Context: an optimization exercise on an open-source flow, tuned for small area and a short achievable clock period. The choices shown serve that exercise and are no tape-out recipe.
The RTL was checked by simulation tests, not by an equivalence proof against the original design.

`flow/config.mk`:
```
export PLATFORM = sky130hd
export DESIGN_NAME = fir_16tap
export DESIGN_NICKNAME = fir_16tap
export VERILOG_FILES = /design/flow/design.v
export SDC_FILE = /design/flow/constraint.sdc
export NUM_CORES = 4
export LEC_CHECK = 0
export CAP_MARGIN = 20
export CORE_MARGIN = 2
export CORE_UTILIZATION = 65
export SLEW_MARGIN = 20
export SYNTH_HIERARCHICAL = 1
```
`flow/constraint.sdc`:
```
create_clock -name core_clock -period 12.5 [get_ports {clk}]
set_input_delay 2.5000 -clock core_clock [delete_from_list [all_inputs] [get_ports {clk}]]
set_output_delay 2.5000 -clock core_clock [all_outputs]
set_load 0.01 [all_outputs]
```
`flow/design.v`:
```
module fir_16tap (
	input  wire               clk,
	input  wire               rst,
	input  wire signed [15:0] xin,
	output wire signed [35:0] yout
);
reg  [15:0] d [1:14];            
reg  [15:0] m;                   
reg  [22:0] y;
reg  [22:0] v;
reg  [3:0]  cnt;                 
wire        mv = &cnt[3:1];      
wire [15:0] mn = mv ? {~d[14][15], d[14][14:0]} : 16'h8000;
wire [15:0] xf = {~xin[15], xin[14:0]};
wire [22:0] b, y_n, v_n;
fir_v u_v (.y(y), .m(m), .mn(mn), .s(v_n));
fir_b u_b (.y(y), .v(v), .s(b));
fir_y u_y (.b(b), .xf(xf), .s(y_n));
integer k;
always @(posedge clk) begin
	d[1] <= xin;
	for (k = 2; k <= 14; k = k + 1)
		d[k] <= d[k-1];
end
always @(posedge clk) begin
	if (rst) begin
		cnt <= 4'd0;
		m   <= 16'h8000;
		y   <= 23'd0;
		v   <= 23'h7f8000;
	end else begin
		if (!(&cnt))
			cnt <= cnt + 4'd1;
		m   <= mn;
		y   <= y_n;
		v   <= v_n;
	end
end
assign yout = {{13{y[22]}}, y};
endmodule
module fir_v (
	input  wire [22:0] y,
	input  wire [15:0] m,
	input  wire [15:0] mn,
	output wire [22:0] s
);
wire s1 = ~m[1] ^ ~y[1] ^ 1'b1;
wire c2 = (~m[1] & ~y[1]) | (~m[1] & 1'b1) | (~y[1] & 1'b1);
wire s3 = m[0] ^ ~m[4] ^ ~y[4];
wire c4 = (m[0] & ~m[4]) | (m[0] & ~y[4]) | (~m[4] & ~y[4]);
wire s5 = m[1] ^ ~m[5] ^ ~y[5];
wire c6 = (m[1] & ~m[5]) | (m[1] & ~y[5]) | (~m[5] & ~y[5]);
wire s7 = m[2] ^ ~m[6] ^ ~y[6];
wire c8 = (m[2] & ~m[6]) | (m[2] & ~y[6]) | (~m[6] & ~y[6]);
wire s9 = m[3] ^ ~m[7] ^ ~y[7];
wire c10 = (m[3] & ~m[7]) | (m[3] & ~y[7]) | (~m[7] & ~y[7]);
wire s11 = m[4] ^ ~m[8] ^ ~y[8];
wire c12 = (m[4] & ~m[8]) | (m[4] & ~y[8]) | (~m[8] & ~y[8]);
wire s13 = m[5] ^ ~m[9] ^ ~y[9];
wire c14 = (m[5] & ~m[9]) | (m[5] & ~y[9]) | (~m[9] & ~y[9]);
wire s15 = m[6] ^ ~m[10] ^ ~y[10];
wire c16 = (m[6] & ~m[10]) | (m[6] & ~y[10]) | (~m[10] & ~y[10]);
wire s17 = m[7] ^ ~m[11] ^ ~y[11];
wire c18 = (m[7] & ~m[11]) | (m[7] & ~y[11]) | (~m[11] & ~y[11]);
wire s19 = m[8] ^ ~m[12] ^ ~y[12];
wire c20 = (m[8] & ~m[12]) | (m[8] & ~y[12]) | (~m[12] & ~y[12]);
wire s21 = m[9] ^ ~m[13] ^ ~y[13];
wire c22 = (m[9] & ~m[13]) | (m[9] & ~y[13]) | (~m[13] & ~y[13]);
wire s23 = m[10] ^ ~m[14] ^ ~y[14];
wire c24 = (m[10] & ~m[14]) | (m[10] & ~y[14]) | (~m[14] & ~y[14]);
wire s25 = m[11] ^ ~m[15] ^ ~y[15];
wire c26 = (m[11] & ~m[15]) | (m[11] & ~y[15]) | (~m[15] & ~y[15]);
wire s27 = m[12] ^ ~y[16] ^ ~mn[12];
wire c28 = (m[12] & ~y[16]) | (m[12] & ~mn[12]) | (~y[16] & ~mn[12]);
wire s29 = m[13] ^ ~y[17] ^ ~mn[13];
wire c30 = (m[13] & ~y[17]) | (m[13] & ~mn[13]) | (~y[17] & ~mn[13]);
wire s31 = m[14] ^ ~y[18] ^ ~mn[14];
wire c32 = (m[14] & ~y[18]) | (m[14] & ~mn[14]) | (~y[18] & ~mn[14]);
wire s33 = m[15] ^ ~y[19] ^ ~mn[15];
wire c34 = (m[15] & ~y[19]) | (m[15] & ~mn[15]) | (~y[19] & ~mn[15]);
wire s35 = c2 ^ ~m[2] ^ ~y[2];
wire c36 = (c2 & ~m[2]) | (c2 & ~y[2]) | (~m[2] & ~y[2]);
wire s37 = s3 ^ ~mn[0] ^ 1'b1;
wire c38 = (s3 & ~mn[0]) | (s3 & 1'b1) | (~mn[0] & 1'b1);
wire s39 = c4 ^ s5 ^ ~mn[1];
wire c40 = (c4 & s5) | (c4 & ~mn[1]) | (s5 & ~mn[1]);
wire s41 = c6 ^ s7 ^ ~mn[2];
wire c42 = (c6 & s7) | (c6 & ~mn[2]) | (s7 & ~mn[2]);
wire s43 = c8 ^ s9 ^ ~mn[3];
wire c44 = (c8 & s9) | (c8 & ~mn[3]) | (s9 & ~mn[3]);
wire s45 = c10 ^ s11 ^ ~mn[4];
wire c46 = (c10 & s11) | (c10 & ~mn[4]) | (s11 & ~mn[4]);
wire s47 = c12 ^ s13 ^ ~mn[5];
wire c48 = (c12 & s13) | (c12 & ~mn[5]) | (s13 & ~mn[5]);
wire s49 = c14 ^ s15 ^ ~mn[6];
wire c50 = (c14 & s15) | (c14 & ~mn[6]) | (s15 & ~mn[6]);
wire s51 = c16 ^ s17 ^ ~mn[7];
wire c52 = (c16 & s17) | (c16 & ~mn[7]) | (s17 & ~mn[7]);
wire s53 = c18 ^ s19 ^ ~mn[8];
wire c54 = (c18 & s19) | (c18 & ~mn[8]) | (s19 & ~mn[8]);
wire s55 = c20 ^ s21 ^ ~mn[9];
wire c56 = (c20 & s21) | (c20 & ~mn[9]) | (s21 & ~mn[9]);
wire s57 = c22 ^ s23 ^ ~mn[10];
wire c58 = (c22 & s23) | (c22 & ~mn[10]) | (s23 & ~mn[10]);
wire s59 = c24 ^ s25 ^ ~mn[11];
wire c60 = (c24 & s25) | (c24 & ~mn[11]) | (s25 & ~mn[11]);
wire s61 = c26 ^ s27 ^ 1'b1;
wire c62 = (c26 & s27) | (c26 & 1'b1) | (s27 & 1'b1);
wire s63 = c28 ^ s29 ^ 1'b1;
wire c64 = (c28 & s29) | (c28 & 1'b1) | (s29 & 1'b1);
wire s65 = c30 ^ s31 ^ 1'b1;
wire c66 = (c30 & s31) | (c30 & 1'b1) | (s31 & 1'b1);
wire s67 = c32 ^ s33 ^ 1'b1;
wire c68 = (c32 & s33) | (c32 & 1'b1) | (s33 & 1'b1);
wire s69 = c36 ^ ~m[3] ^ ~y[3];
wire c70 = (c36 & ~m[3]) | (c36 & ~y[3]) | (~m[3] & ~y[3]);
wire s71 = c68 ^ c34 ^ ~y[20];
wire c72 = (c68 & c34) | (c68 & ~y[20]) | (c34 & ~y[20]);
wire s73 = c72 ^ ~y[21] ^ 1'b1;
wire c74 = (c72 & ~y[21]) | (c72 & 1'b1) | (~y[21] & 1'b1);
wire s75 = c74 ^ ~y[22] ^ 1'b1;
wire vp76 = ~m[0] ^ ~y[0];
wire vg77 = ~m[0] & ~y[0];
wire vp78 = c70 ^ s37;
wire vg79 = c70 & s37;
wire vp80 = c38 ^ s39;
wire vg81 = c38 & s39;
wire vp82 = c40 ^ s41;
wire vg83 = c40 & s41;
wire vp84 = c42 ^ s43;
wire vg85 = c42 & s43;
wire vp86 = c44 ^ s45;
wire vg87 = c44 & s45;
wire vp88 = c46 ^ s47;
wire vg89 = c46 & s47;
wire vp90 = c48 ^ s49;
wire vg91 = c48 & s49;
wire vp92 = c50 ^ s51;
wire vg93 = c50 & s51;
wire vp94 = c52 ^ s53;
wire vg95 = c52 & s53;
wire vp96 = c54 ^ s55;
wire vg97 = c54 & s55;
wire vp98 = c56 ^ s57;
wire vg99 = c56 & s57;
wire vp100 = c58 ^ s59;
wire vg101 = c58 & s59;
wire vp102 = c60 ^ s61;
wire vg103 = c60 & s61;
wire vp104 = c62 ^ s63;
wire vg105 = c62 & s63;
wire vp106 = c64 ^ s65;
wire vg107 = c64 & s65;
wire vp108 = c66 ^ s67;
wire vg109 = c66 & s67;
wire [22:0] vsum110 = {s75,s73,s71,c66,c64,c62,c60,c58,c56,c54,c52,c50,c48,c46,c44,c42,c40,c38,c70,s69,s35,s1,~m[0]} + {1'b0,1'b0,1'b0,s67,s65,s63,s61,s59,s57,s55,s53,s51,s49,s47,s45,s43,s41,s39,s37,1'b0,1'b0,1'b0,~y[0]};
assign s = {vsum110[22],vsum110[21],vsum110[20],vsum110[19],vsum110[18],vsum110[17],vsum110[16],vsum110[15],vsum110[14],vsum110[13],vsum110[12],vsum110[11],vsum110[10],vsum110[9],vsum110[8],vsum110[7],vsum110[6],vsum110[5],vsum110[4],vsum110[3],vsum110[2],vsum110[1],vsum110[0]};
endmodule
module fir_b (
	input  wire [22:0] y,
	input  wire [22:0] v,
	output wire [22:0] s
);
wire bp1 = y[0] ^ v[1];
wire bg2 = y[0] & v[1];
wire bp3 = y[1] ^ v[2];
wire bg4 = y[1] & v[2];
wire bp5 = y[2] ^ v[3];
wire bg6 = y[2] & v[3];
wire bp7 = y[3] ^ v[4];
wire bg8 = y[3] & v[4];
wire bp9 = y[4] ^ v[5];
wire bg10 = y[4] & v[5];
wire bp11 = y[5] ^ v[6];
wire bg12 = y[5] & v[6];
wire bp13 = y[6] ^ v[7];
wire bg14 = y[6] & v[7];
wire bp15 = y[7] ^ v[8];
wire bg16 = y[7] & v[8];
wire bp17 = y[8] ^ v[9];
wire bg18 = y[8] & v[9];
wire bp19 = y[9] ^ v[10];
wire bg20 = y[9] & v[10];
wire bp21 = y[10] ^ v[11];
wire bg22 = y[10] & v[11];
wire bp23 = y[11] ^ v[12];
wire bg24 = y[11] & v[12];
wire bp25 = y[12] ^ v[13];
wire bg26 = y[12] & v[13];
wire bp27 = y[13] ^ v[14];
wire bg28 = y[13] & v[14];
wire bp29 = y[14] ^ v[15];
wire bg30 = y[14] & v[15];
wire bp31 = y[15] ^ v[16];
wire bg32 = y[15] & v[16];
wire bp33 = y[16] ^ v[17];
wire bg34 = y[16] & v[17];
wire bp35 = y[17] ^ v[18];
wire bg36 = y[17] & v[18];
wire bp37 = y[18] ^ v[19];
wire bg38 = y[18] & v[19];
wire bp39 = y[19] ^ v[20];
wire bg40 = y[19] & v[20];
wire bp41 = y[20] ^ v[21];
wire bg42 = y[20] & v[21];
wire bp43 = y[21] ^ v[22];
wire bg44 = y[21] & v[22];
wire [22:0] bsum45 = {y[21],y[20],y[19],y[18],y[17],y[16],y[15],y[14],y[13],y[12],y[11],y[10],y[9],y[8],y[7],y[6],y[5],y[4],y[3],y[2],y[1],y[0],v[0]} + {v[22],v[21],v[20],v[19],v[18],v[17],v[16],v[15],v[14],v[13],v[12],v[11],v[10],v[9],v[8],v[7],v[6],v[5],v[4],v[3],v[2],v[1],1'b0};
assign s = {bsum45[22],bsum45[21],bsum45[20],bsum45[19],bsum45[18],bsum45[17],bsum45[16],bsum45[15],bsum45[14],bsum45[13],bsum45[12],bsum45[11],bsum45[10],bsum45[9],bsum45[8],bsum45[7],bsum45[6],bsum45[5],bsum45[4],bsum45[3],bsum45[2],bsum45[1],bsum45[0]};
endmodule
module fir_y (
	input  wire [22:0] b,
	input  wire [15:0] xf,
	output wire [22:0] s
);
wire yp1 = b[0] ^ xf[0];
wire yg2 = b[0] & xf[0];
wire yp3 = b[1] ^ xf[1];
wire yg4 = b[1] & xf[1];
wire yp5 = b[2] ^ xf[2];
wire yg6 = b[2] & xf[2];
wire yp7 = b[3] ^ xf[3];
wire yg8 = b[3] & xf[3];
wire yp9 = b[4] ^ xf[4];
wire yg10 = b[4] & xf[4];
wire yp11 = b[5] ^ xf[5];
wire yg12 = b[5] & xf[5];
wire yp13 = b[6] ^ xf[6];
wire yg14 = b[6] & xf[6];
wire yp15 = b[7] ^ xf[7];
wire yg16 = b[7] & xf[7];
wire yp17 = b[8] ^ xf[8];
wire yg18 = b[8] & xf[8];
wire yp19 = b[9] ^ xf[9];
wire yg20 = b[9] & xf[9];
wire yp21 = b[10] ^ xf[10];
wire yg22 = b[10] & xf[10];
wire yp23 = b[11] ^ xf[11];
wire yg24 = b[11] & xf[11];
wire yp25 = b[12] ^ xf[12];
wire yg26 = b[12] & xf[12];
wire yp27 = b[13] ^ xf[13];
wire yg28 = b[13] & xf[13];
wire yp29 = b[14] ^ xf[14];
wire yg30 = b[14] & xf[14];
wire yp31 = b[15] ^ xf[15];
wire yg32 = b[15] & xf[15];
wire [22:0] ysum33 = {b[22],b[21],b[20],b[19],b[18],b[17],b[16],b[15],b[14],b[13],b[12],b[11],b[10],b[9],b[8],b[7],b[6],b[5],b[4],b[3],b[2],b[1],b[0]} + {1'b0,1'b0,1'b0,1'b0,1'b0,1'b0,1'b0,xf[15],xf[14],xf[13],xf[12],xf[11],xf[10],xf[9],xf[8],xf[7],xf[6],xf[5],xf[4],xf[3],xf[2],xf[1],xf[0]};
assign s = {ysum33[22],ysum33[21],ysum33[20],ysum33[19],ysum33[18],ysum33[17],ysum33[16],ysum33[15],ysum33[14],ysum33[13],ysum33[12],ysum33[11],ysum33[10],ysum33[9],ysum33[8],ysum33[7],ysum33[6],ysum33[5],ysum33[4],ysum33[3],ysum33[2],ysum33[1],ysum33[0]};
endmodule
```
`flow/flow/run.sh`:
```
#!/bin/bash
# The standard layout, with: ORFS synthesis run through flow/my_synth.tcl,
# which is synth_recipe.tcl with Yosys's abc pass given flow/abc.script;
# a tighter setup target for timing repair; small port buffers; and a clock
# tree of small buffers without dummy loads.  make's output goes to make.log.
set -euo pipefail
export MY_ABC_SCRIPT="$PWD/flow/abc.script"
bash standard.sh \
  "SYNTH_SCRIPT=$PWD/flow/my_synth.tcl" ADDER_MAP_FILE= \
  SETUP_SLACK_MARGIN=8.5 \
  "BUFFER_PORTS_ARGS=-buffer_cell sky130_fd_sc_hd__buf_2" \
  "CTS_ARGS=-sink_clustering_enable -repair_clock_nets -dont_use_dummy_load -buf_list {sky130_fd_sc_hd__clkbuf_4 sky130_fd_sc_hd__clkbuf_8} -sink_clustering_size 12 -sink_clustering_max_diameter 40" \
  finish > make.log 2>&1
```
`flow/flow/abc.script`:
```
&get -n
&st
&dch
&nf -R 1000
&put
buffer -c
topo
stime -c
upsize -c
dnsize -c
```
`flow/flow/my_synth.tcl`:
```
proc synth {args} { yosys synth -nofsm -noshare {*}$args }
proc abc {args} {
  set i [lsearch -exact $args -script]
  if {$i >= 0 && [info exists ::env(MY_ABC_SCRIPT)]} { lset args [expr {$i + 1}] $::env(MY_ABC_SCRIPT) }
  yosys abc {*}$args
}
source $::env(SCRIPTS_DIR)/synth.tcl
# left out here: clear keep_hierarchy, flatten, clean up, hide names made inside functions, write 1_2_yosys.v
```
`flow/standard.sh`:
```
#!/bin/bash
# synth_recipe.tcl (not shown) runs the flow's synth.tcl, then flattens the netlist and writes it again
# the make line also repeats each setting of config.mk as NAME=value (left out here)
make -C /OpenROAD-flow-scripts/flow DESIGN_CONFIG=/design/flow/config.mk WORK_HOME=/design/flow/orfs CLKGATE_MAP_FILE= SYNTH_SCRIPT=/design/flow/synth_recipe.tcl "${@:-finish}"
```
==> run_results.csv, run 1 <==
group,metric,value,unit
run_status,outcome,"timing/DRC/antenna clean",
synth,ys_warn_count,8,
setup_path,critPathMaxFanout,4,
route,routed_via_density,5.03,
placed_design,postPlaceCellArea,10800,µm²
route,antenna_left,0,
finish,area_delta_synth_final,9.95,%
clock_tree,clock_sinks,290,
timing,finClkSkew,54.7,ps
synth,yosysMostFrequentCell,"dfxtp_1",
die,io_pins,54,
synth,yosys.area.top_type,"dfxtp_1",
synth,synth_common_cells,"290 x dfxtp_1, 99 x xnor2_1, 90 x nand2_1",
grt,grt_max_degree,67,
route,wirelength,18300,µm
setup_path,cp.arrival,4280,ps
clock_tree,clockBufferDepth,3,
placed_design,io_buffers,53,
synth,syn_avg_cell_area,10.4,µm²
synth,synth-main-ff-cell,"dfxtp_1",
synth,netlist-cell-type-count,63,
setup_path,crit_required,12860,ps
die,dieArea,16900,µm²
die,core,15700,µm²
die,fp.dieW,130,µm
clock_tree,cts_tree,"built",
finish,antenna_cells,0,
clock_tree,cts_root_buf,"clkbuf_8",
timing,rsz0062_at_grt,"no",
synth,yosysTopAreaCellShare,0.561,
finish,fillCellCount,1181,
route,dr.pass1.iters,5,
timing,fin_ws,8580,ps
synth,seq_area_frac_synth,0.561,
synth,synth_edf_count,0,
die,die_h,130,µm
setup_path,critical_path.endpoint_type,"flip-flop",
finish,fin_area,11400,µm²
setup_path,crit_type,"in -> reg",
die,row_count,46,
timing,fin_tns_setup,0,ps
clock_tree,worstSkewPairLatency,520,ps
synth,ys_top_cells_by_area,"dfxtp_1 56%, xnor2_1 8.4%, xor2_1 5.4%",
timing,hold_ws,310,ps
synth,async_flop_share,0,
synth,syn-num-nets,1009,
timing,timing.fmax,255,MHz
timing,period_needed,3920,ps
setup_path,start_kind,"input pin",
grt,grt_usage,0.218,
timing,slew-limit-headroom,0.565,
placed_design,post-place-ws,7930,ps
route,drt_iter0_markers,334,
finish,drive_above_1_share,0.166,
placed_design,place_congestion,0.872,
run,cap_viol_max_count,0,
die,initial_core_util,0.659,
worst_hold_path,worstHoldPathType,"reg -> reg",
timing,setup_violations,0,
placed_design,hpwl,13300,µm
clock_tree,cts.clk_slew.worst_paths,60,ps
timing,hold_viol_final,0,
clock_tree,cts_max_level,2,
grt,grt_pass1_wl,28600,µm
clock_tree,cts_buffers,35,
grt,antenna_found_initial,0,
grt,grt_overflow,0,
timing,tightest_slew,652,ps
route,routedWlPerCell,14.3,µm
timing,drv_slew,0,
timing,period_share,0.314,
route,vias,6446,
synth,synth_cells,991,
finish,fin_nets,1085,
route,drc,0,
grt,grt_pass1_vias,5996,
synth,synth_seq_cells,290,
synth,mappedNetlistArea,10300,µm²
==> cell families after synthesis <==
kind of cell,synth area share
compound gates,0.102
fa+ha+maj,0.00387
xor+xnor,0.146
flops,0.561
buf+inv,0.0175
simple gates,0.169
==> critical path, cell delays in order <==
cell	delay, ps
buf_6	100
xor2_2	150
and3_4	220
a21o_4	100
a31o_4	170
nand3_4	80
nand2_4	90
a21oi_4	60
nor2b_4	140
nand3_4	100
nor2b_4	170
nand3_2	110
nor2b_1	160
nor2b_1	120
==> modules after synthesis, one instance, submodules excluded <==
module / cells inside / times used
fir_v: 291 / 1
fir_16tap: 401 / 1
fir_y: 128 / 1
fir_b: 171 / 1
==> final cells by class <==
cell class | count | area [µm²] | share of cell area
Inverter | 10 | 37.5 | 0.00330
Tap cell | 216 | 270 | 0.0238
Timing Repair Buffer | 61 | 332 | 0.0291
Multi-Input combinational cell | 669 | 4450 | 0.391
Sequential cell | 290 | 5810 | 0.510
Clock buffer | 35 | 482 | 0.0423
==> layout by cell type, fill, tap and decap left out, drive strengths merged, types with 6 or more instances in the layout <==
cell      n
nand2    93
clkbuf   35
xnor2   101
dfxtp   290
xor2     67
and2b    10
o21ai    65
or2      22
inv      10
nor2b    57
nand2b   13
a21oi    62
and2     28
nor2     73
nor3      6
nand3    20
buf      61
==> state kept, by name, summed over array words and instances, names as in the netlist <==
signal  cells
d         224
y          23
v          23
cnt         4
m          16
==> layer usage <==
| layer | track usage | part of all wire | up-vias |
|---|---|---|---|
| met3 | 0.0439 | 0.046 | 37 |
| met2 | 0.336 | 0.43 | 134 |
| li1 | - | - | 3366 |
| met5 | 0 | 0 | - |
| met4 | 0.0727 | 0.021 | 0 |
| met1 | 0.309 | 0.50 | 2909 |
==> final timing paths <==
kind / start / endpoint / slack (ps) / cells past startpoint
setup reg to reg: y[6] / y[21] / 8780 / 18
hold reg to reg: d[2][8] / d[3][8] / 310 / 0
hold / removal: d[2][8] / d[3][8] / 310 / 0
setup / recovery: xin[1] / y[21] / 8580 / 14
==> timing repair <==
action                                  CTS  global route
resized for setup                         1            15
setup buffers                             1             6
endpoints found under the setup margin    2             6
hold buffers                              0             0
pin swaps                                 0             5
==> metrics by stage <==
step	instances	util
global route	1281	0.724
floorplan	991	-
global placement	1239	0.686
CTS	1275	0.717
detailed placement	1239	0.686
finish	1281	0.724
==> run 2, diff against run 1 <==
--- a/flow/design.v
+++ b/flow/design.v
@@ -12,10 +12,11 @@
 wire        mv = &cnt[3:1];      
 wire [15:0] mn = mv ? {~d[14][15], d[14][14:0]} : 16'h8000;
 wire [15:0] xf = {~xin[15], xin[14:0]};
-wire [22:0] b, y_n, v_n;
+wire [22:0] y_n, v_n;
+wire [22:0] p = {y[21:0], 1'b0} ^ v;    
+wire [22:0] g = {y[21:0], 1'b0} & v;
 fir_v u_v (.y(y), .m(m), .mn(mn), .s(v_n));
-fir_b u_b (.y(y), .v(v), .s(b));
-fir_y u_y (.b(b), .xf(xf), .s(y_n));
+fir_y u_y (.p(p), .g(g), .xf(xf), .s(y_n));
 integer k;
 always @(posedge clk) begin
 	d[1] <= xin;
@@ -156,95 +157,88 @@
 wire [22:0] vsum110 = {s75,s73,s71,c66,c64,c62,c60,c58,c56,c54,c52,c50,c48,c46,c44,c42,c40,c38,c70,s69,s35,s1,~m[0]} + {1'b0,1'b0,1'b0,s67,s65,s63,s61,s59,s57,s55,s53,s51,s49,s47,s45,s43,s41,s39,s37,1'b0,1'b0,1'b0,~y[0]};
 assign s = {vsum110[22],vsum110[21],vsum110[20],vsum110[19],vsum110[18],vsum110[17],vsum110[16],vsum110[15],vsum110[14],vsum110[13],vsum110[12],vsum110[11],vsum110[10],vsum110[9],vsum110[8],vsum110[7],vsum110[6],vsum110[5],vsum110[4],vsum110[3],vsum110[2],vsum110[1],vsum110[0]};
 endmodule
-module fir_b (
-	input  wire [22:0] y,
-	input  wire [22:0] v,
-	output wire [22:0] s
-);
-wire bp1 = y[0] ^ v[1];
-wire bg2 = y[0] & v[1];
-wire bp3 = y[1] ^ v[2];
-wire bg4 = y[1] & v[2];
-wire bp5 = y[2] ^ v[3];
-wire bg6 = y[2] & v[3];
-wire bp7 = y[3] ^ v[4];
-wire bg8 = y[3] & v[4];
-wire bp9 = y[4] ^ v[5];
-wire bg10 = y[4] & v[5];
-wire bp11 = y[5] ^ v[6];
-wire bg12 = y[5] & v[6];
-wire bp13 = y[6] ^ v[7];
-wire bg14 = y[6] & v[7];
-wire bp15 = y[7] ^ v[8];
-wire bg16 = y[7] & v[8];
-wire bp17 = y[8] ^ v[9];
-wire bg18 = y[8] & v[9];
-wire bp19 = y[9] ^ v[10];
-wire bg20 = y[9] & v[10];
-wire bp21 = y[10] ^ v[11];
-wire bg22 = y[10] & v[11];
-wire bp23 = y[11] ^ v[12];
-wire bg24 = y[11] & v[12];
-wire bp25 = y[12] ^ v[13];
-wire bg26 = y[12] & v[13];
-wire bp27 = y[13] ^ v[14];
-wire bg28 = y[13] & v[14];
-wire bp29 = y[14] ^ v[15];
-wire bg30 = y[14] & v[15];
-wire bp31 = y[15] ^ v[16];
-wire bg32 = y[15] & v[16];
-wire bp33 = y[16] ^ v[17];
-wire bg34 = y[16] & v[17];
-wire bp35 = y[17] ^ v[18];
-wire bg36 = y[17] & v[18];
-wire bp37 = y[18] ^ v[19];
-wire bg38 = y[18] & v[19];
-wire bp39 = y[19] ^ v[20];
-wire bg40 = y[19] & v[20];
-wire bp41 = y[20] ^ v[21];
-wire bg42 = y[20] & v[21];
-wire bp43 = y[21] ^ v[22];
-wire bg44 = y[21] & v[22];
-wire [22:0] bsum45 = {y[21],y[20],y[19],y[18],y[17],y[16],y[15],y[14],y[13],y[12],y[11],y[10],y[9],y[8],y[7],y[6],y[5],y[4],y[3],y[2],y[1],y[0],v[0]} + {v[22],v[21],v[20],v[19],v[18],v[17],v[16],v[15],v[14],v[13],v[12],v[11],v[10],v[9],v[8],v[7],v[6],v[5],v[4],v[3],v[2],v[1],1'b0};
-assign s = {bsum45[22],bsum45[21],bsum45[20],bsum45[19],bsum45[18],bsum45[17],bsum45[16],bsum45[15],bsum45[14],bsum45[13],bsum45[12],bsum45[11],bsum45[10],bsum45[9],bsum45[8],bsum45[7],bsum45[6],bsum45[5],bsum45[4],bsum45[3],bsum45[2],bsum45[1],bsum45[0]};
-endmodule
 module fir_y (
-	input  wire [22:0] b,
+	input  wire [22:0] p,
+	input  wire [22:0] g,
 	input  wire [15:0] xf,
 	output wire [22:0] s
 );
-wire yp1 = b[0] ^ xf[0];
-wire yg2 = b[0] & xf[0];
-wire yp3 = b[1] ^ xf[1];
-wire yg4 = b[1] & xf[1];
-wire yp5 = b[2] ^ xf[2];
-wire yg6 = b[2] & xf[2];
-wire yp7 = b[3] ^ xf[3];
-wire yg8 = b[3] & xf[3];
-wire yp9 = b[4] ^ xf[4];
-wire yg10 = b[4] & xf[4];
-wire yp11 = b[5] ^ xf[5];
-wire yg12 = b[5] & xf[5];
-wire yp13 = b[6] ^ xf[6];
-wire yg14 = b[6] & xf[6];
-wire yp15 = b[7] ^ xf[7];
-wire yg16 = b[7] & xf[7];
-wire yp17 = b[8] ^ xf[8];
-wire yg18 = b[8] & xf[8];
-wire yp19 = b[9] ^ xf[9];
-wire yg20 = b[9] & xf[9];
-wire yp21 = b[10] ^ xf[10];
-wire yg22 = b[10] & xf[10];
-wire yp23 = b[11] ^ xf[11];
-wire yg24 = b[11] & xf[11];
-wire yp25 = b[12] ^ xf[12];
-wire yg26 = b[12] & xf[12];
-wire yp27 = b[13] ^ xf[13];
-wire yg28 = b[13] & xf[13];
-wire yp29 = b[14] ^ xf[14];
-wire yg30 = b[14] & xf[14];
-wire yp31 = b[15] ^ xf[15];
-wire yg32 = b[15] & xf[15];
-wire [22:0] ysum33 = {b[22],b[21],b[20],b[19],b[18],b[17],b[16],b[15],b[14],b[13],b[12],b[11],b[10],b[9],b[8],b[7],b[6],b[5],b[4],b[3],b[2],b[1],b[0]} + {1'b0,1'b0,1'b0,1'b0,1'b0,1'b0,1'b0,xf[15],xf[14],xf[13],xf[12],xf[11],xf[10],xf[9],xf[8],xf[7],xf[6],xf[5],xf[4],xf[3],xf[2],xf[1],xf[0]};
-assign s = {ysum33[22],ysum33[21],ysum33[20],ysum33[19],ysum33[18],ysum33[17],ysum33[16],ysum33[15],ysum33[14],ysum33[13],ysum33[12],ysum33[11],ysum33[10],ysum33[9],ysum33[8],ysum33[7],ysum33[6],ysum33[5],ysum33[4],ysum33[3],ysum33[2],ysum33[1],ysum33[0]};
+wire q1 = p[0] ^ xf[0];
+wire k2 = g[0] | (p[0] & xf[0]);
+wire q3 = p[1] ^ xf[1];
+wire k4 = g[1] | (p[1] & xf[1]);
+wire q5 = p[2] ^ xf[2];
+wire k6 = g[2] | (p[2] & xf[2]);
+wire q7 = p[3] ^ xf[3];
+wire k8 = g[3] | (p[3] & xf[3]);
+wire q9 = p[4] ^ xf[4];
+wire k10 = g[4] | (p[4] & xf[4]);
+wire q11 = p[5] ^ xf[5];
+wire k12 = g[5] | (p[5] & xf[5]);
+wire q13 = p[6] ^ xf[6];
+wire k14 = g[6] | (p[6] & xf[6]);
+wire q15 = p[7] ^ xf[7];
+wire k16 = g[7] | (p[7] & xf[7]);
+wire q17 = p[8] ^ xf[8];
+wire k18 = g[8] | (p[8] & xf[8]);
+wire q19 = p[9] ^ xf[9];
+wire k20 = g[9] | (p[9] & xf[9]);
+wire q21 = p[10] ^ xf[10];
+wire k22 = g[10] | (p[10] & xf[10]);
+wire q23 = p[11] ^ xf[11];
+wire k24 = g[11] | (p[11] & xf[11]);
+wire q25 = p[12] ^ xf[12];
+wire k26 = g[12] | (p[12] & xf[12]);
+wire q27 = p[13] ^ xf[13];
+wire k28 = g[13] | (p[13] & xf[13]);
+wire q29 = p[14] ^ xf[14];
+wire k30 = g[14] | (p[14] & xf[14]);
+wire q31 = p[15] ^ xf[15];
+wire k32 = g[15] | (p[15] & xf[15]);
+wire yp33 = k2 ^ q3;
+wire yg34 = k2 & q3;
+wire yp35 = k4 ^ q5;
+wire yg36 = k4 & q5;
+wire yp37 = k6 ^ q7;
+wire yg38 = k6 & q7;
+wire yp39 = k8 ^ q9;
+wire yg40 = k8 & q9;
+wire yp41 = k10 ^ q11;
+wire yg42 = k10 & q11;
+wire yp43 = k12 ^ q13;
+wire yg44 = k12 & q13;
+wire yp45 = k14 ^ q15;
+wire yg46 = k14 & q15;
+wire yp47 = k16 ^ q17;
+wire yg48 = k16 & q17;
+wire yp49 = k18 ^ q19;
+wire yg50 = k18 & q19;
+wire yp51 = k20 ^ q21;
+wire yg52 = k20 & q21;
+wire yp53 = k22 ^ q23;
+wire yg54 = k22 & q23;
+wire yp55 = k24 ^ q25;
+wire yg56 = k24 & q25;
+wire yp57 = k26 ^ q27;
+wire yg58 = k26 & q27;
+wire yp59 = k28 ^ q29;
+wire yg60 = k28 & q29;
+wire yp61 = k30 ^ q31;
+wire yg62 = k30 & q31;
+wire yp63 = k32 ^ p[16];
+wire yg64 = k32 & p[16];
+wire yp65 = g[16] ^ p[17];
+wire yg66 = g[16] & p[17];
+wire yp67 = g[17] ^ p[18];
+wire yg68 = g[17] & p[18];
+wire yp69 = g[18] ^ p[19];
+wire yg70 = g[18] & p[19];
+wire yp71 = g[19] ^ p[20];
+wire yg72 = g[19] & p[20];
+wire yp73 = g[20] ^ p[21];
+wire yg74 = g[20] & p[21];
+wire yp75 = g[21] ^ p[22];
+wire yg76 = g[21] & p[22];
+wire [22:0] ysum77 = {g[21],g[20],g[19],g[18],g[17],g[16],k32,k30,k28,k26,k24,k22,k20,k18,k16,k14,k12,k10,k8,k6,k4,k2,q1} + {p[22],p[21],p[20],p[19],p[18],p[17],p[16],q31,q29,q27,q25,q23,q21,q19,q17,q15,q13,q11,q9,q7,q5,q3,1'b0};
+assign s = {ysum77[22],ysum77[21],ysum77[20],ysum77[19],ysum77[18],ysum77[17],ysum77[16],ysum77[15],ysum77[14],ysum77[13],ysum77[12],ysum77[11],ysum77[10],ysum77[9],ysum77[8],ysum77[7],ysum77[6],ysum77[5],ysum77[4],ysum77[3],ysum77[2],ysum77[1],ysum77[0]};
 endmodule
==> flow/flow/run.sh (replaced) <==
#!/bin/bash
# The standard layout, with: ORFS synthesis run through flow/my_synth.tcl,
# which is synth_recipe.tcl with Yosys's abc pass given flow/abc.script,
# and without the full-adder extraction (ADDER_MAP_FILE empty);
# a tighter setup target for timing repair; small port buffers; and a clock
# tree of small buffers without dummy loads.  make's output goes to make.log.
set -euo pipefail
export MY_ABC_SCRIPT="$PWD/flow/abc.script"
bash standard.sh \
  "SYNTH_SCRIPT=$PWD/flow/my_synth.tcl" ADDER_MAP_FILE= \
  SETUP_SLACK_MARGIN=8.5 \
  "BUFFER_PORTS_ARGS=-buffer_cell sky130_fd_sc_hd__buf_2" \
  "CTS_ARGS=-sink_clustering_enable -repair_clock_nets -dont_use_dummy_load -buf_list {sky130_fd_sc_hd__clkbuf_8} -sink_clustering_size 20 -sink_clustering_max_diameter 50" \
  finish > make.log 2>&1
==> run 2 against run 1 <==
Routed wire length up 1.5%. Sequential share of layout area up 1.3 points. Synthesized cell count shrank 3.2%. Critical endpoint is now y[19]. Clock-buffer cell count decreased by 13. Area after synthesis fell by 2.3%. First-iteration DRC count up 16%. Maximum frequency fell by 0.62%. Die area fell by 2.2%. Still clean on timing, DRC and antenna.
==> run_results.csv, run 2 <==
group,metric,value,unit
route,dr.pass1.iters,5,
timing,drv_slew,0,
timing,setup_violations,0,
die,core,15200,µm²
grt,grt_pass1_wl,30200,µm
grt,grt_overflow,0,
setup_path,cp_slowest_cell,"o41ai_2",
finish,largest_reg_flops,224,
synth,synth_cells,959,
die,row_count,45,
synth,synth_top_family_by_area,"simple AND/OR/NAND/NOR gates",
synth,ys_warn_count,8,
route,drt_iter0_markers,386,
clock_tree,cts_buffers,22,
die,die_h,129,µm
setup_path,r2r_cells,14,
route,vias,6319,
timing,hold_viol_final,0,
setup_path,critPathMaxFanout,3,
finish,drive_above_1_share,0.183,
die,initial_core_util,0.665,
finish,layout_common_cells,"290 x dfxtp_1, 101 x nor2_1, 70 x xnor2_1",
route,routed_via_density,5.23,
setup_path,cp.arrival,4340,ps
setup_path,cpLargestDelayFamily,"compound AO/OA/AOI/OAI gates",
die,dieArea,16600,µm²
synth,synthXorXnorAreaFrac,0.133,
timing,finClkSkew,57.8,ps
timing,timing.fmax,253,MHz
finish,largest-register,"d",
synth,yosys.area_share.simple,0.181,
route,routedWlPerCell,15.4,µm
grt,grt_usage,0.227,
synth,yosysTopAreaCellShare,0.574,
finish,fin_nets,1040,
timing,period_share,0.316,
setup_path,timing.rr.start,"m[5]",
finish,antenna_cells,0,
placed_design,hpwl,13100,µm
setup_path,start_kind,"input pin",
run,cap_viol_max_count,0,
die,io_pins,54,
synth,synth_seq_cells,290,
setup_path,rrSetupSlack,8920,ps
clock_tree,cts_tree,"built",
clock_tree,cts_max_level,1,
placed_design,postPlaceCellArea,10600,µm²
setup_path,crit_required,12890,ps
worst_hold_path,min_to,"d[7][0]",
timing,fin_tns_setup,0,ps
finish,fin_area,11100,µm²
synth,synthAdderAreaFrac,0.00396,
finish,top_regs,"d (224), v (23), y (23)",
setup_path,crit_chain,"buf_2 > xor2_2 > xnor2_2 > buf_4 > a21oi_2 > and3_1 > a21oi_2 > a21oi_2 > o41ai_2 > xnor2_1 > nor2b_1",
run_status,outcome,"timing/DRC/antenna clean",
placed_design,io_buffers,53,
setup_path,crit_type,"in -> reg",
clock_tree,cts.clk_slew.worst_paths,90,ps
clock_tree,worstSkewPairLatency,540,ps
clock_tree,holdBufCountCts,0,
synth,mappedNetlistArea,10100,µm²
finish,area_delta_synth_final,9.60,%
grt,grt_max_degree,67,
worst_hold_path,min_path_cells,0,
synth,synth.area.mux_share,0,
worst_hold_path,min_from,"d[6][0]",
synth,netlist-cell-type-count,58,
setup_path,r2r_end,"v[15]",
clock_tree,clockBufferDepth,3,
route,wirelength,18600,µm
synth,synth-main-ff-cell,"dfxtp_1",
synth,syn_avg_cell_area,10.5,µm²
synth,yosys.area.top_type,"dfxtp_1",
worst_hold_path,worstHoldPathType,"reg -> reg",
synth,ys_top_cells_by_area,"dfxtp_1 57%, xnor2_1 6.7%, xor2_1 5.4%",
route,drc,0,
timing,period_needed,3950,ps
synth,syn-num-nets,977,
synth,synth_edf_count,0,
timing,slew-limit-headroom,0.521,
setup_path,crit_path_frequent_cell,"a21oi_2",
setup_path,cpPeakStageDelay,280,ps
setup_path,crit_buf_inv,2,
route,antenna_left,0,
timing,rsz0062_at_grt,"yes",
synth,seq_area_frac_synth,0.574,
placed_design,place_congestion,0.873,
synth,synth_compound_area_frac,0.0887,
finish,final_common_cell,"dfxtp_1",
clock_tree,cts_root_buf,"clkbuf_8",
clock_tree,clock_sinks,290,
synth,async_flop_share,0,
synth,synth_common_cells,"290 x dfxtp_1, 103 x nor2_1, 77 x xnor2_1",
die,fp.dieW,129,µm
setup_path,critical_path.endpoint_type,"flip-flop",
grt,antenna_found_initial,0,
synth,yosysMostFrequentCell,"dfxtp_1",
timing,tightest_slew,718,ps
grt,grt_pass1_vias,6214,
-- run 2: cell count changes after synthesis, moves of 4 or more --
| cell | delta |
|---|---|
| o21ai_0 | -21 |
| and2_1 | +22 |
| nor2_1 | +30 |
| nor2_2 | +4 |
| nand2_1 | -37 |
| a21oi_2 | +7 |
| xnor2_1 | -22 |
-- run 2: worst max-delay path by stage --
stage | depth (start not counted) | from | slack, ps | to
2_1_floorplan | 12 | xin[4] | 8390 | y[16]
6_report | 11 | xin[6] | 8550 | y[19]
5_1_grt | 10 | xin[8] | 8460 | y[22]
3_5_place_dp | 10 | xin[12] | 7900 | y[22]
3_3_place_gp | 10 | xin[13] | 7870 | y[22]
4_1_cts | 10 | xin[13] | 8540 | y[22]
-- run 2: what timing repair did --
action / in CTS / in global routing
endpoints found under the setup margin: 1 / 7
pin swaps: 2 / 10
gates resized for setup: 2 / 25
setup buffers: 2 / 5
-- run 2: through the flow --
step	cells	hold slack [ps]	util	worst slack, ps
after floorplan	959	310	-	8390
after global placement	1179	310	0.695	7870
after detailed placement	1179	312	0.695	7900
after CTS	1203	278	0.717	8540
after global routing	1208	283	0.729	8460
final	1208	277	0.729	8550
-- run 2: kinds of logic (layout without fill, tap and decap cells) --
group | count (synthesis) | after routing
compound gates | 142 | 142
flops | 290 | 290
fa+ha+maj | 4 | 4
simple gates | 342 | 342
buf+inv | 33 | 94
xor+xnor | 147 | 147
other cells | 1 | 1
-- run 2: Yosys stat by module, one instance, submodules excluded --
module	cells	area (µm²)	flops+latches
fir_v	291	1920	0
fir_y	200	1350	0
fir_16tap	468	6840	290
-- run 2: layer usage --
metal  wire length (µm)  track usage
met3                776       0.0337
met2               8710        0.377
met1               8630        0.313
met5                  0            0
met4                442       0.0620
-- run 2: area by class of cell --
type	instances	area, µm²
Clock buffer	22	303
Fill cell	1103	4120
Inverter	11	41.3
Multi-Input combinational cell	636	4370
Sequential cell	290	5810
Tap cell	188	235
Timing Repair Buffer	61	325
==> run 3, diff against run 2 <==
--- a/flow/flow/run.sh
+++ b/flow/flow/run.sh
@@ -8,7 +8,7 @@
 export MY_ABC_SCRIPT="$PWD/flow/abc.script"
 bash standard.sh \
   "SYNTH_SCRIPT=$PWD/flow/my_synth.tcl" ADDER_MAP_FILE= \
-  SETUP_SLACK_MARGIN=8.5 \
+  SETUP_SLACK_MARGIN=8.7 \
   "BUFFER_PORTS_ARGS=-buffer_cell sky130_fd_sc_hd__buf_2" \
   "CTS_ARGS=-sink_clustering_enable -repair_clock_nets -dont_use_dummy_load -buf_list {sky130_fd_sc_hd__clkbuf_8} -sink_clustering_size 20 -sink_clustering_max_diameter 50" \
   finish > make.log 2>&1
==> run 3 against run 2 <==
Maximum frequency is 0.43% higher. Critical path depth is 1 higher. Clock skew is 42 ps higher. Sequential share of layout area is 2.0 points lower. Area after synthesis stayed put. Routed wire length is 4.4% higher. Die area stayed put.
==> run_results.csv, run 3 <==
group,metric,value,unit
synth,synth_common_cells,"290 x dfxtp_1, 103 x nor2_1, 77 x xnor2_1",
clock_tree,cts_tree,"built",
timing,fin_tns_setup,0,ps
synth,mappedNetlistArea,10100,µm²
clock_tree,holdBufCountCts,0,
setup_path,r2r_end,"v[15]",
synth,yosys.area.top_type,"dfxtp_1",
clock_tree,cts_buffers,22,
die,fp.dieW,129,µm
synth,yosysMostFrequentCell,"dfxtp_1",
timing,hold_viol_final,0,
route,wirelength,19400,µm
setup_path,cp_slowest_cell,"o31ai_2",
finish,largest_reg_flops,224,
route,drc,0,
finish,fillCellCount,1024,
route,drt_iter0_markers,283,
clock_tree,clock_sinks,290,
synth,synth_edf_count,0,
synth,netlist-cell-type-count,58,
synth,synth-main-ff-cell,"dfxtp_1",
worst_hold_path,worstHoldPathType,"reg -> reg",
setup_path,timing.rr.start,"m[5]",
die,io_pins,54,
placed_design,place_congestion,0.879,
clock_tree,cts_max_level,1,
synth,ys_warn_count,8,
timing,timing.fmax,254,MHz
setup_path,cp-startpoint,"xin[6]",
placed_design,io_buffers,53,
route,dr.pass1.iters,4,
clock_tree,clockBufferDepth,3,
finish,largest-register,"d",
synth,ys_top_cells_by_area,"dfxtp_1 57%, xnor2_1 6.7%, xor2_1 5.4%",
route,routed_via_density,5.21,
die,initial_core_util,0.665,
setup_path,cpPeakStageDelay,310,ps
setup_path,crit_type,"in -> reg",
die,die_h,129,µm
setup_path,cp.arrival,4320,ps
synth,seq_area_frac_synth,0.574,
synth,synth_cells,959,
setup_path,crit_required,12890,ps
finish,drive_above_1_share,0.227,
die,core,15200,µm²
grt,grt_usage,0.232,
timing,tightest_slew,736,ps
finish,fin_util,0.758,
timing,period_share,0.314,
synth,synth_seq_cells,290,
setup_path,critPathMaxFanout,3,
synth,yosysTopAreaCellShare,0.574,
timing,setup_violations,0,
route,antenna_left,0,
finish,layout_common_cells,"289 x dfxtp_1, 97 x nor2_1, 66 x xnor2_1",
die,row_count,45,
route,vias,6418,
synth,syn_avg_cell_area,10.5,µm²
timing,slew-limit-headroom,0.509,
route,routedWlPerCell,15.7,µm
finish,antenna_cells,0,
clock_tree,cts.clk_slew.worst_paths,110,ps
timing,rsz0062_at_grt,"yes",
finish,final_common_cell,"dfxtp_1",
finish,area_delta_synth_final,13.9,%
die,dieArea,16600,µm²
clock_tree,cts_root_buf,"clkbuf_8",
timing,finClkSkew,99.9,ps
setup_path,start_kind,"input pin",
synth,syn-num-nets,977,
clock_tree,worstSkewPairLatency,560,ps
run,cap_viol_max_count,0,
setup_path,critical_path.endpoint_type,"flip-flop",
synth,async_flop_share,0,
grt,grt_pass1_vias,6455,
grt,grt_overflow,0,
setup_path,crit_chain,"buf_6 > xor2_4 > xnor2_2 > buf_4 > nand2_2 > o21ai_2 > a21oi_2 > nor3_2 > nor2_2 > o31ai_2 > xor2_1 > nor2b_1",
setup_path,rrSetupSlack,8950,ps
grt,grt_max_degree,67,
timing,drv_slew,0,
setup_path,crit_path_end,"y[16]",
timing,period_needed,3930,ps
worst_hold_path,min_from,"d[12][2]",
finish,fin_nets,1063,
grt,grt_pass1_wl,30600,µm
run_status,outcome,"timing/DRC/antenna clean",
finish,top_regs,"d (224), v (23), y (23)",
grt,antenna_found_initial,0,
placed_design,hpwl,13100,µm
setup_path,r2r_cells,14,
[run 3: cell types whose count changed in the layout (fill, tap and decap cells not counted), moves of 4 or more]
cell / before / now
a21oi_1: 52 / 44
a21oi_4: 1 / 9
buf_2: 53 / 47
buf_4: 8 / 30
buf_6: 0 / 5
nor2_1: 101 / 97
xnor2_1: 70 / 66
[run 3: final cells by class]
type / count / area (µm²) / area share
multi-input cells: 636 / 4580 / 0.398
flip-flops and latches: 290 / 5810 / 0.504
inverters: 11 / 41.3 / 0.00359
repair buffers: 84 / 547 / 0.0475
well taps: 188 / 235 / 0.0204
clock buffers: 22 / 303 / 0.0263
[run 3: stage by stage]
stage	instance area, µm²	setup WS (ps)	cells	hold slack, ps
floorplan	10200	8390	959	310
CTS	11300	8670	1221	257
detailed placement	10600	7990	1179	312
global route	11500	8500	1231	250
finish	11500	8570	1231	257
global placement	10600	8040	1179	309
[run 3: routing by layer]
layer / GRT usage / routed length, µm / vias up
li1: - / - / 3228
met1: 0.301 / 8730 / 3003
met2: 0.395 / 9130 / 142
met3: 0.0374 / 965 / 45
met4: 0.0818 / 556 / 0
met5: 0 / 0 / -
[run 3: what timing repair did]
| item | in CTS | in global routing |
|---|---|---|
| pin swaps | 25 | 10 |
| buffers inserted | 20 | 10 |
| resized for setup | 40 | 35 |
| setup endpoints to repair | 7 | 27 |
[run 3: worst min-delay path by stage]
stage,endpoint,slack [ps],cells past startpoint
final,d[13][2],260,0
after global routing,d[13][2],250,0
after CTS,d[13][2],260,0
after detailed placement,d[7][2],310,0
after global placement,d[6][15],310,0
after floorplan,d[10][0],310,0
[run 3: logic make-up (layout without fill, tap and decap cells)]
group,after synthesis,in the layout,synth area share
simple gates,342,342,0.181
fa+ha+maj,4,4,0.00396
xor+xnor,147,147,0.133
buf+inv,33,117,0.0183
other cells,1,1,0.000371
compound gates,142,142,0.0887
flops,290,290,0.574
[run 3: modules after synthesis, one instance, submodules excluded]
module	copies in the design	cells inside	flops+latches
fir_16tap	1	468	290
fir_v	1	291	0
fir_y	1	200	0
[run 3: worst max-delay path: cells and delay by family]
family / cells / cell delay [ps]
and+or+nand+nor: 4 / 430
AOI/OAI and AO/OA: 3 / 530
buffers and inverters: 2 / 310
xor gates and xnor gates: 3 / 570
==> run 4, diff against run 3 <==
--- a/flow/flow/run.sh
+++ b/flow/flow/run.sh
@@ -8,7 +8,7 @@
 export MY_ABC_SCRIPT="$PWD/flow/abc.script"
 bash standard.sh \
   "SYNTH_SCRIPT=$PWD/flow/my_synth.tcl" ADDER_MAP_FILE= \
-  SETUP_SLACK_MARGIN=8.7 \
+  SETUP_SLACK_MARGIN=8.5 \
   "BUFFER_PORTS_ARGS=-buffer_cell sky130_fd_sc_hd__buf_2" \
   "CTS_ARGS=-sink_clustering_enable -repair_clock_nets -dont_use_dummy_load -buf_list {sky130_fd_sc_hd__clkbuf_8} -sink_clustering_size 20 -sink_clustering_max_diameter 50" \
   finish > make.log 2>&1
==> flow/flow/abc.script (replaced) <==
&get -n
&st
&dch
&nf -R 1000
&put
topo
stime -c
==> run 4 against run 3 <==
Still clean on timing, DRC and antenna. Final area shrank 3.7%. Via count shrank 1.6%. Global-route usage is 0.38 points lower. Area after synthesis decreased by 3.1%. Worst setup slack got worse by 40 ps. Die area down 3.0%. First-iteration DRC count grew 8.5%. Maximum frequency shrank 1.0%. Clock skew is 32 ps lower. Flip-flop and latch count stayed put. Cell count fell by 2.0%. Critical endpoint is now y[17].
==> run_results.csv, run 4 <==
group,metric,value,unit
run_status,outcome,"timing/DRC/antenna clean",
synth,synth_common_cells,"290 x dfxtp_1, 107 x nor2_1, 80 x xnor2_1",
finish,fin_nets,1042,
setup_path,timing.rr.start,"m[7]",
route,drc,0,
timing,fin_tns_setup,0,ps
synth,yosysMostFrequentCell,"dfxtp_1",
clock_tree,worstSkewPairLatency,540,ps
setup_path,r2r_cells,14,
die,io_pins,54,
placed_design,io_buffers,53,
synth,ys_warn_count,8,
route,dr.pass1.iters,5,
timing,rsz0062_at_grt,"yes",
clock_tree,cts_root_buf,"clkbuf_8",
die,fp.dieW,127,µm
synth,async_flop_share,0,
route,routedWlPerCell,15.4,µm
die,die_h,127,µm
placed_design,post-place-ws,7950,ps
timing,period_share,0.318,
setup_path,cp.arrival,4320,ps
finish,antenna_cells,0,
setup_path,cpPeakStageDelay,330,ps
finish,final_common_cell,"dfxtp_1",
finish,largest-register,"d",
die,row_count,44,
finish,top_regs,"d (224), v (23), y (23)",
die,core,14600,µm²
timing,tightest_slew,741,ps
grt,grt_pass1_wl,29800,µm
synth,synth_edf_count,0,
synth,mappedNetlistArea,9800,µm²
placed_design,place_congestion,0.887,
timing,slew-limit-headroom,0.506,
timing,drv_slew,0,
synth,syn_avg_cell_area,10.3,µm²
placed_design,hpwl,13000,µm
timing,setup_violations,0,
worst_hold_path,worstHoldPathType,"reg -> reg",
grt,grt_overflow,0,
synth,netlist-cell-type-count,33,
setup_path,crit_type,"in -> reg",
route,drt_iter0_markers,307,
setup_path,crit_chain,"buf_2 > xnor2_1 > xor2_2 > a21oi_1 > o21ai_1 > a21o_1 > a31oi_1 > xnor2_1 > nor2b_1",
synth,synth_cells,951,
clock_tree,cts_max_level,1,
synth,seq_area_frac_synth,0.593,
clock_tree,cts_buffers,23,
grt,grt_usage,0.228,
timing,hold_viol_final,0,
timing,finClkSkew,67.6,ps
route,vias,6318,
clock_tree,clockBufferDepth,3,
finish,fillCellCount,1006,
setup_path,cp_slowest_cell,"xnor2_1",
synth,synth_seq_cells,290,
grt,antenna_found_initial,0,
clock_tree,holdBufCountCts,0,
synth,syn-num-nets,969,
clock_tree,cts.clk_slew.worst_paths,110,ps
worst_hold_path,min_from,"d[3][2]",
finish,layout_common_cells,"289 x dfxtp_1, 99 x nor2_1, 67 x xnor2_1",
setup_path,crit_path_frequent_cell,"xnor2_1",
die,initial_core_util,0.669,
setup_path,critical_path.endpoint_type,"flip-flop",
synth,yosysTopAreaCellShare,0.593,
finish,area_delta_synth_final,13.2,%
setup_path,crit_required,12850,ps
timing,period_needed,3970,ps
setup_path,critPathMaxFanout,4,
worst_hold_path,min_to,"d[4][2]",
timing,timing.fmax,252,MHz
route,antenna_left,0,
synth,ys_top_cells_by_area,"dfxtp_1 59%, xnor2_1 7.2%, xor2_1 6.0%",
run,cap_viol_max_count,0,
setup_path,r2r_end,"v[22]",
setup_path,rrSetupSlack,8750,ps
clock_tree,cts_tree,"built",
grt,grt_max_degree,67,
finish,drive_above_1_share,0.157,
setup_path,start_kind,"input pin",
clock_tree,clock_sinks,290,
synth,yosys.area.top_type,"dfxtp_1",
finish,largest_reg_flops,224,
route,wirelength,18500,µm
route,routed_via_density,5.24,
worst_hold_path,min_path_cells,0,
grt,grt_pass1_vias,6379,
timing,fin_ws,8530,ps
die,dieArea,16100,µm²
synth,synth-main-ff-cell,"dfxtp_1",
[run 4: cell count changes in the layout (fill, tap and decap cells not counted), sizes merged, moves of 9 or more]
| cell | change |
|---|---|
| clkinv | +9 |
| nor2b | +12 |
| inv | -10 |
| and2b | -12 |
| buf | -22 |
[run 4: cell type report]
class,instances,area (µm²),share of cell area
sequential,290,5810,0.524
multi-input combinational,636,4350,0.392
timing repair buffer,62,343,0.0309
clock buffer,23,317,0.0285
tap,184,230,0.0208
inverter,11,45.0,0.00406
[run 4: per-stage QoR]
step	hold WS [ps]	utilization	cells	cell area, µm²
after floorplan	310	-	951	10000
after global placement	309	0.712	1175	10400
after detailed placement	312	0.712	1175	10400
after CTS	268	0.734	1199	10700
after global routing	260	0.757	1206	11100
final	260	0.757	1206	11100
[run 4: cells by family (layout without fill, tap and decap cells)]
kind of cell,count (synthesis),in the layout,synth area share
flip-flops,290,290,0.593
adder cells (fa/ha/maj),4,4,0.00409
XOR/XNOR,147,147,0.131
buffers and inverters,25,96,0.0149
other,1,1,0.000383
AND/OR/NAND/NOR,342,342,0.174
AO/OA/AOI/OAI,142,142,0.0826
[run 4: metal layers]
metal / share of wire / vias up / GRT usage
met5: 0 / - / 0
met3: 0.049 / 59 / 0.0422
met4: 0.040 / 0 / 0.0847
li1: - / 3193 / -
met2: 0.46 / 153 / 0.385
met1: 0.45 / 2913 / 0.295
[run 4: worst max path at each step]
stage | from | end | slack [ps] | depth (start not counted)
finish | xin[8] | y[17] | 8530 | 9
global route | xin[8] | y[17] | 8380 | 9
CTS | xin[12] | y[22] | 8520 | 10
detailed placement | xin[13] | y[22] | 7950 | 10
global placement | xin[13] | y[22] | 7930 | 10
floorplan | xin[2] | y[15] | 8420 | 10
[run 4: per-module statistics from Yosys (local to each module, per instance)]
| module | cell area, µm² | cells inside |
|---|---|---|
| fir_16tap | 6760 | 460 |
| fir_y | 1200 | 200 |
| fir_v | 1840 | 291 |
[run 4: repair_timing]
action | 4_1_cts | 5_1_grt
gates cloned | 0 | 0
resized for setup | 1 | 64
buffers inserted | 1 | 7
setup endpoints to repair | 6 | 13
pin swaps | 1 | 16
[run 4: critical path: cells and delay by family]
kind / cells / cell delay, ps
XOR/XNOR: 3 / 640
buffers and inverters: 1 / 110
AND/OR/NAND/NOR: 1 / 140
AO/OA/AOI/OAI: 4 / 940
==> run 5, diff against run 4 <==
==> flow/flow/run.sh (replaced) <==
#!/bin/bash
# The standard layout, with:
# - ORFS synthesis run through flow/my_synth.tcl, which is synth_recipe.tcl
#   with Yosys's abc pass given flow/abc.script and the full-adder
#   extraction limited to full adders in module fir_v;
# - a tighter setup target for timing repair;
# - small port buffers;
# - a clock tree of small buffers without dummy loads.
# make's output goes to make.log.
set -euo pipefail
export MY_ABC_SCRIPT="$PWD/flow/abc.script"
export MY_EXTRACT_FA="-fa fir_v"
bash standard.sh \
  "SYNTH_SCRIPT=$PWD/flow/my_synth.tcl" \
  SETUP_SLACK_MARGIN=8.5 \
  "BUFFER_PORTS_ARGS=-buffer_cell sky130_fd_sc_hd__buf_2" \
  "CTS_ARGS=-sink_clustering_enable -repair_clock_nets -dont_use_dummy_load -buf_list {sky130_fd_sc_hd__clkbuf_8} -sink_clustering_size 20 -sink_clustering_max_diameter 50" \
  finish > make.log 2>&1
--- a/flow/flow/my_synth.tcl
+++ b/flow/flow/my_synth.tcl
@@ -4,5 +4,9 @@
   if {$i >= 0 && [info exists ::env(MY_ABC_SCRIPT)]} { lset args [expr {$i + 1}] $::env(MY_ABC_SCRIPT) }
   yosys abc {*}$args
 }
+proc extract_fa {args} {
+  if {[info exists ::env(MY_EXTRACT_FA)]} { set args $::env(MY_EXTRACT_FA) }
+  yosys extract_fa {*}$args
+}
 source $::env(SCRIPTS_DIR)/synth.tcl
 # left out here: clear keep_hierarchy, flatten, clean up, hide names made inside functions, write 1_2_yosys.v
==> run 5 against run 4 <==
Still clean on timing, DRC and antenna. Worst hold slack improved by 29 ps. Clock skew down 10 ps. Global-route usage down 0.32 points. Flip-flop and latch count unchanged.
==> run_results.csv, run 5 <==
group,metric,value,unit
run_status,outcome,"timing/DRC/antenna clean",
finish,drive_above_1_share,0.146,
worst_hold_path,min_path_cells,0,
placed_design,hpwl,12800,µm
synth,mappedNetlistArea,9650,µm²
timing,rsz0062_at_grt,"yes",
setup_path,crit_type,"in -> reg",
route,wirelength,17400,µm
route,dr.pass1.iters,4,
clock_tree,cts_max_level,1,
clock_tree,clock_sinks,290,
timing,tightest_slew,704,ps
timing,drv_slew,0,
synth,synth_edf_count,0,
route,antenna_left,0,
timing,slew-limit-headroom,0.530,
route,drc,0,
route,vias,5894,
finish,largest_reg_flops,224,
timing,setup_violations,0,
die,core,14500,µm²
timing,period_share,0.322,
die,dieArea,15800,µm²
grt,grt_pass1_wl,29000,µm
synth,synth_cells,890,
clock_tree,cts.clk_slew.worst_paths,100,ps
setup_path,critical_path.endpoint_type,"flip-flop",
setup_path,crit_chain,"clkbuf_4 > xnor2_4 > xor2_2 > a21oi_2 > nand3b_1 > and3_4 > a21oi_4 > a21oi_4 > o41ai_4 > xnor2_1 > nor2b_1",
clock_tree,worstSkewPairLatency,540,ps
finish,fin_area,10800,µm²
setup_path,rrSetupSlack,8730,ps
clock_tree,cts_tree,"built",
timing,period_needed,4020,ps
setup_path,cp-startpoint,"xin[2]",
setup_path,r2r_end,"v[22]",
timing,finClkSkew,57.3,ps
setup_path,start_kind,"input pin",
route,drt_iter0_markers,339,
synth,ys_top_cells_by_area,"dfxtp_1 60%, fa_1 6.2%, xnor2_1 5.9%",
finish,layout_common_cells,"290 x dfxtp_1, 93 x nor2_1, 57 x nor2b_1",
worst_hold_path,worstHoldPathType,"reg -> reg",
die,fp.dieW,126,µm
setup_path,r2r_cells,16,
clock_tree,holdBufCountCts,0,
route,routedWlPerCell,15.2,µm
setup_path,cp.arrival,4430,ps
finish,largest-register,"d",
synth,async_flop_share,0,
route,routed_via_density,5.15,
worst_hold_path,min_from,"d[12][12]",
grt,grt_pass1_vias,5993,
synth,yosysTopAreaCellShare,0.602,
setup_path,critPathMaxFanout,3,
setup_path,cpPeakStageDelay,320,ps
timing,fin_tns_setup,0,ps
setup_path,cp_slowest_cell,"o41ai_4",
worst_hold_path,min_to,"d[13][12]",
synth,syn_avg_cell_area,10.8,µm²
die,io_pins,54,
finish,fin_nets,1011,
die,die_h,126,µm
die,initial_core_util,0.664,
synth,synth-main-ff-cell,"dfxtp_1",
synth,yosys.area.top_type,"dfxtp_1",
finish,top_regs,"d (224), v (23), y (23)",
finish,area_delta_synth_final,12.0,%
synth,synth_seq_cells,290,
setup_path,crit_path_frequent_cell,"a21oi_4",
finish,antenna_cells,0,
synth,synth_common_cells,"290 x dfxtp_1, 99 x nor2_1, 65 x xnor2_1",
grt,grt_max_degree,67,
clock_tree,cts_root_buf,"clkbuf_8",
run,cap_viol_max_count,0,
grt,grt_usage,0.225,
grt,antenna_found_initial,0,
timing,hold_viol_final,0,
synth,netlist-cell-type-count,34,
setup_path,crit_required,12910,ps
finish,final_common_cell,"dfxtp_1",
synth,seq_area_frac_synth,0.602,
grt,grt_overflow,0,
die,row_count,44,
synth,syn-num-nets,938,
placed_design,place_congestion,0.945,
timing,timing.fmax,249,MHz
placed_design,postPlaceCellArea,10300,µm²
placed_design,io_buffers,53,
clock_tree,cts_buffers,23,
synth,yosysMostFrequentCell,"dfxtp_1",
setup_path,timing.rr.start,"cnt[1]",
clock_tree,clockBufferDepth,3,
synth,ys_warn_count,8,
-- run 5: timing repair --
action | 4_1_cts | 5_1_grt
endpoints found under the hold margin | 0 | 0
gates cloned | 0 | 0
buffers inserted | 0 | 8
endpoints found under the setup margin | 3 | 14
pin swaps | 0 | 10
gates resized for setup | 2 | 31
-- run 5: cell families after synthesis --
| logic type | after synthesis | share of synthesized area |
|---|---|---|
| DFF | 290 | 0.602 |
| and+or+nand+nor | 291 | 0.147 |
| buffers and inverters | 60 | 0.0288 |
| adders and majority gates | 31 | 0.0633 |
| AOI/OAI and AO/OA | 115 | 0.0665 |
| xor gates and xnor gates | 102 | 0.0926 |
| other | 1 | 0.000389 |
-- run 5: routing by layer --
metal	routed length, µm	global-route usage	vias to the layer above
met5	0	0	-
met4	486	0.0679	0
met3	806	0.0395	35
met2	8150	0.371	132
met1	7990	0.307	2801
li1	-	-	2926
-- run 5: through the flow --
stage | util | hold slack (ps) | setup slack, ps | instances
detailed placement | 0.707 | 312 | 7950 | 1114
CTS | 0.729 | 285 | 8520 | 1137
global placement | 0.707 | 310 | 7970 | 1114
finish | 0.744 | 289 | 8480 | 1145
floorplan | - | 310 | 8420 | 890
global route | 0.744 | 278 | 8430 | 1145
-- run 5: worst max path at each step --
stage,endpoint,depth (start not counted)
final,y[19],11
after global routing,v[22],16
after CTS,y[16],12
after detailed placement,y[22],11
after global placement,y[22],11
after floorplan,y[15],10
-- run 5: cell type report --
| type | count | area, µm² |
|---|---|---|
| sequential | 290 | 5810 |
| multi-input combinational | 540 | 3950 |
| fill | 1033 | 3720 |
| timing repair buffer | 62 | 335 |
| clock buffer | 23 | 317 |
| tap | 184 | 230 |
| inverter | 46 | 173 |
-- run 5: per-module statistics from Yosys (local to each module, per instance) --
module / copies in the design / area [µm²] / cells
fir_y: 1 / 1200 / 200
fir_v: 1 / 1700 / 230
fir_16tap: 1 / 6760 / 460
-- run 5: worst max-delay path, delay by kind of cell --
family          cells  cell delay [ps]
xor+xnor            3              590
buf+inv             1              160
compound gates      4              680
simple gates        3              500

==> what the ideal ports hide <==
The flow's constraints put no driver on any port. The routed layouts listed below were extracted and timed again, unchanged, in two steps.
Step 1 (the two cells are an assumption about what drives the block):
set clk [get_ports {clk}]
set_driving_cell -lib_cell sky130_fd_sc_hd__clkbuf_16 $clk
set_driving_cell -lib_cell sky130_fd_sc_hd__buf_2 [delete_from_list [all_inputs] $clk]
Step 2 also shifts input and output timing later by t, the mid clock arrival at the registers, as if the neighbouring blocks saw the same clock.
Three values: no drivers, after step 1, after step 2; two values: the first two.
run	shift t [ns]	setup WS [ns]	slew at the worst register clock pin (ns)	pins driven straight from the clock port
run 1	0.528	8.577 / 8.574 / 8.046	0.07 / 0.07	1
run 2	0.551	8.553 / 8.570 / 8.019	0.11 / 0.11	1
run 3	0.548	8.570 / 8.571 / 8.023	0.11 / 0.11	1
run 4	0.544	8.530 / 8.530 / 7.986	0.11 / 0.11	1
run 5	0.548	8.480 / 8.499 / 7.950	0.11 / 0.11	1
After both steps setup and hold are still met in every run listed. The setup slack of run 3, which loses most, moves by +0.001 ns with the drivers and by -0.547 ns with both steps.
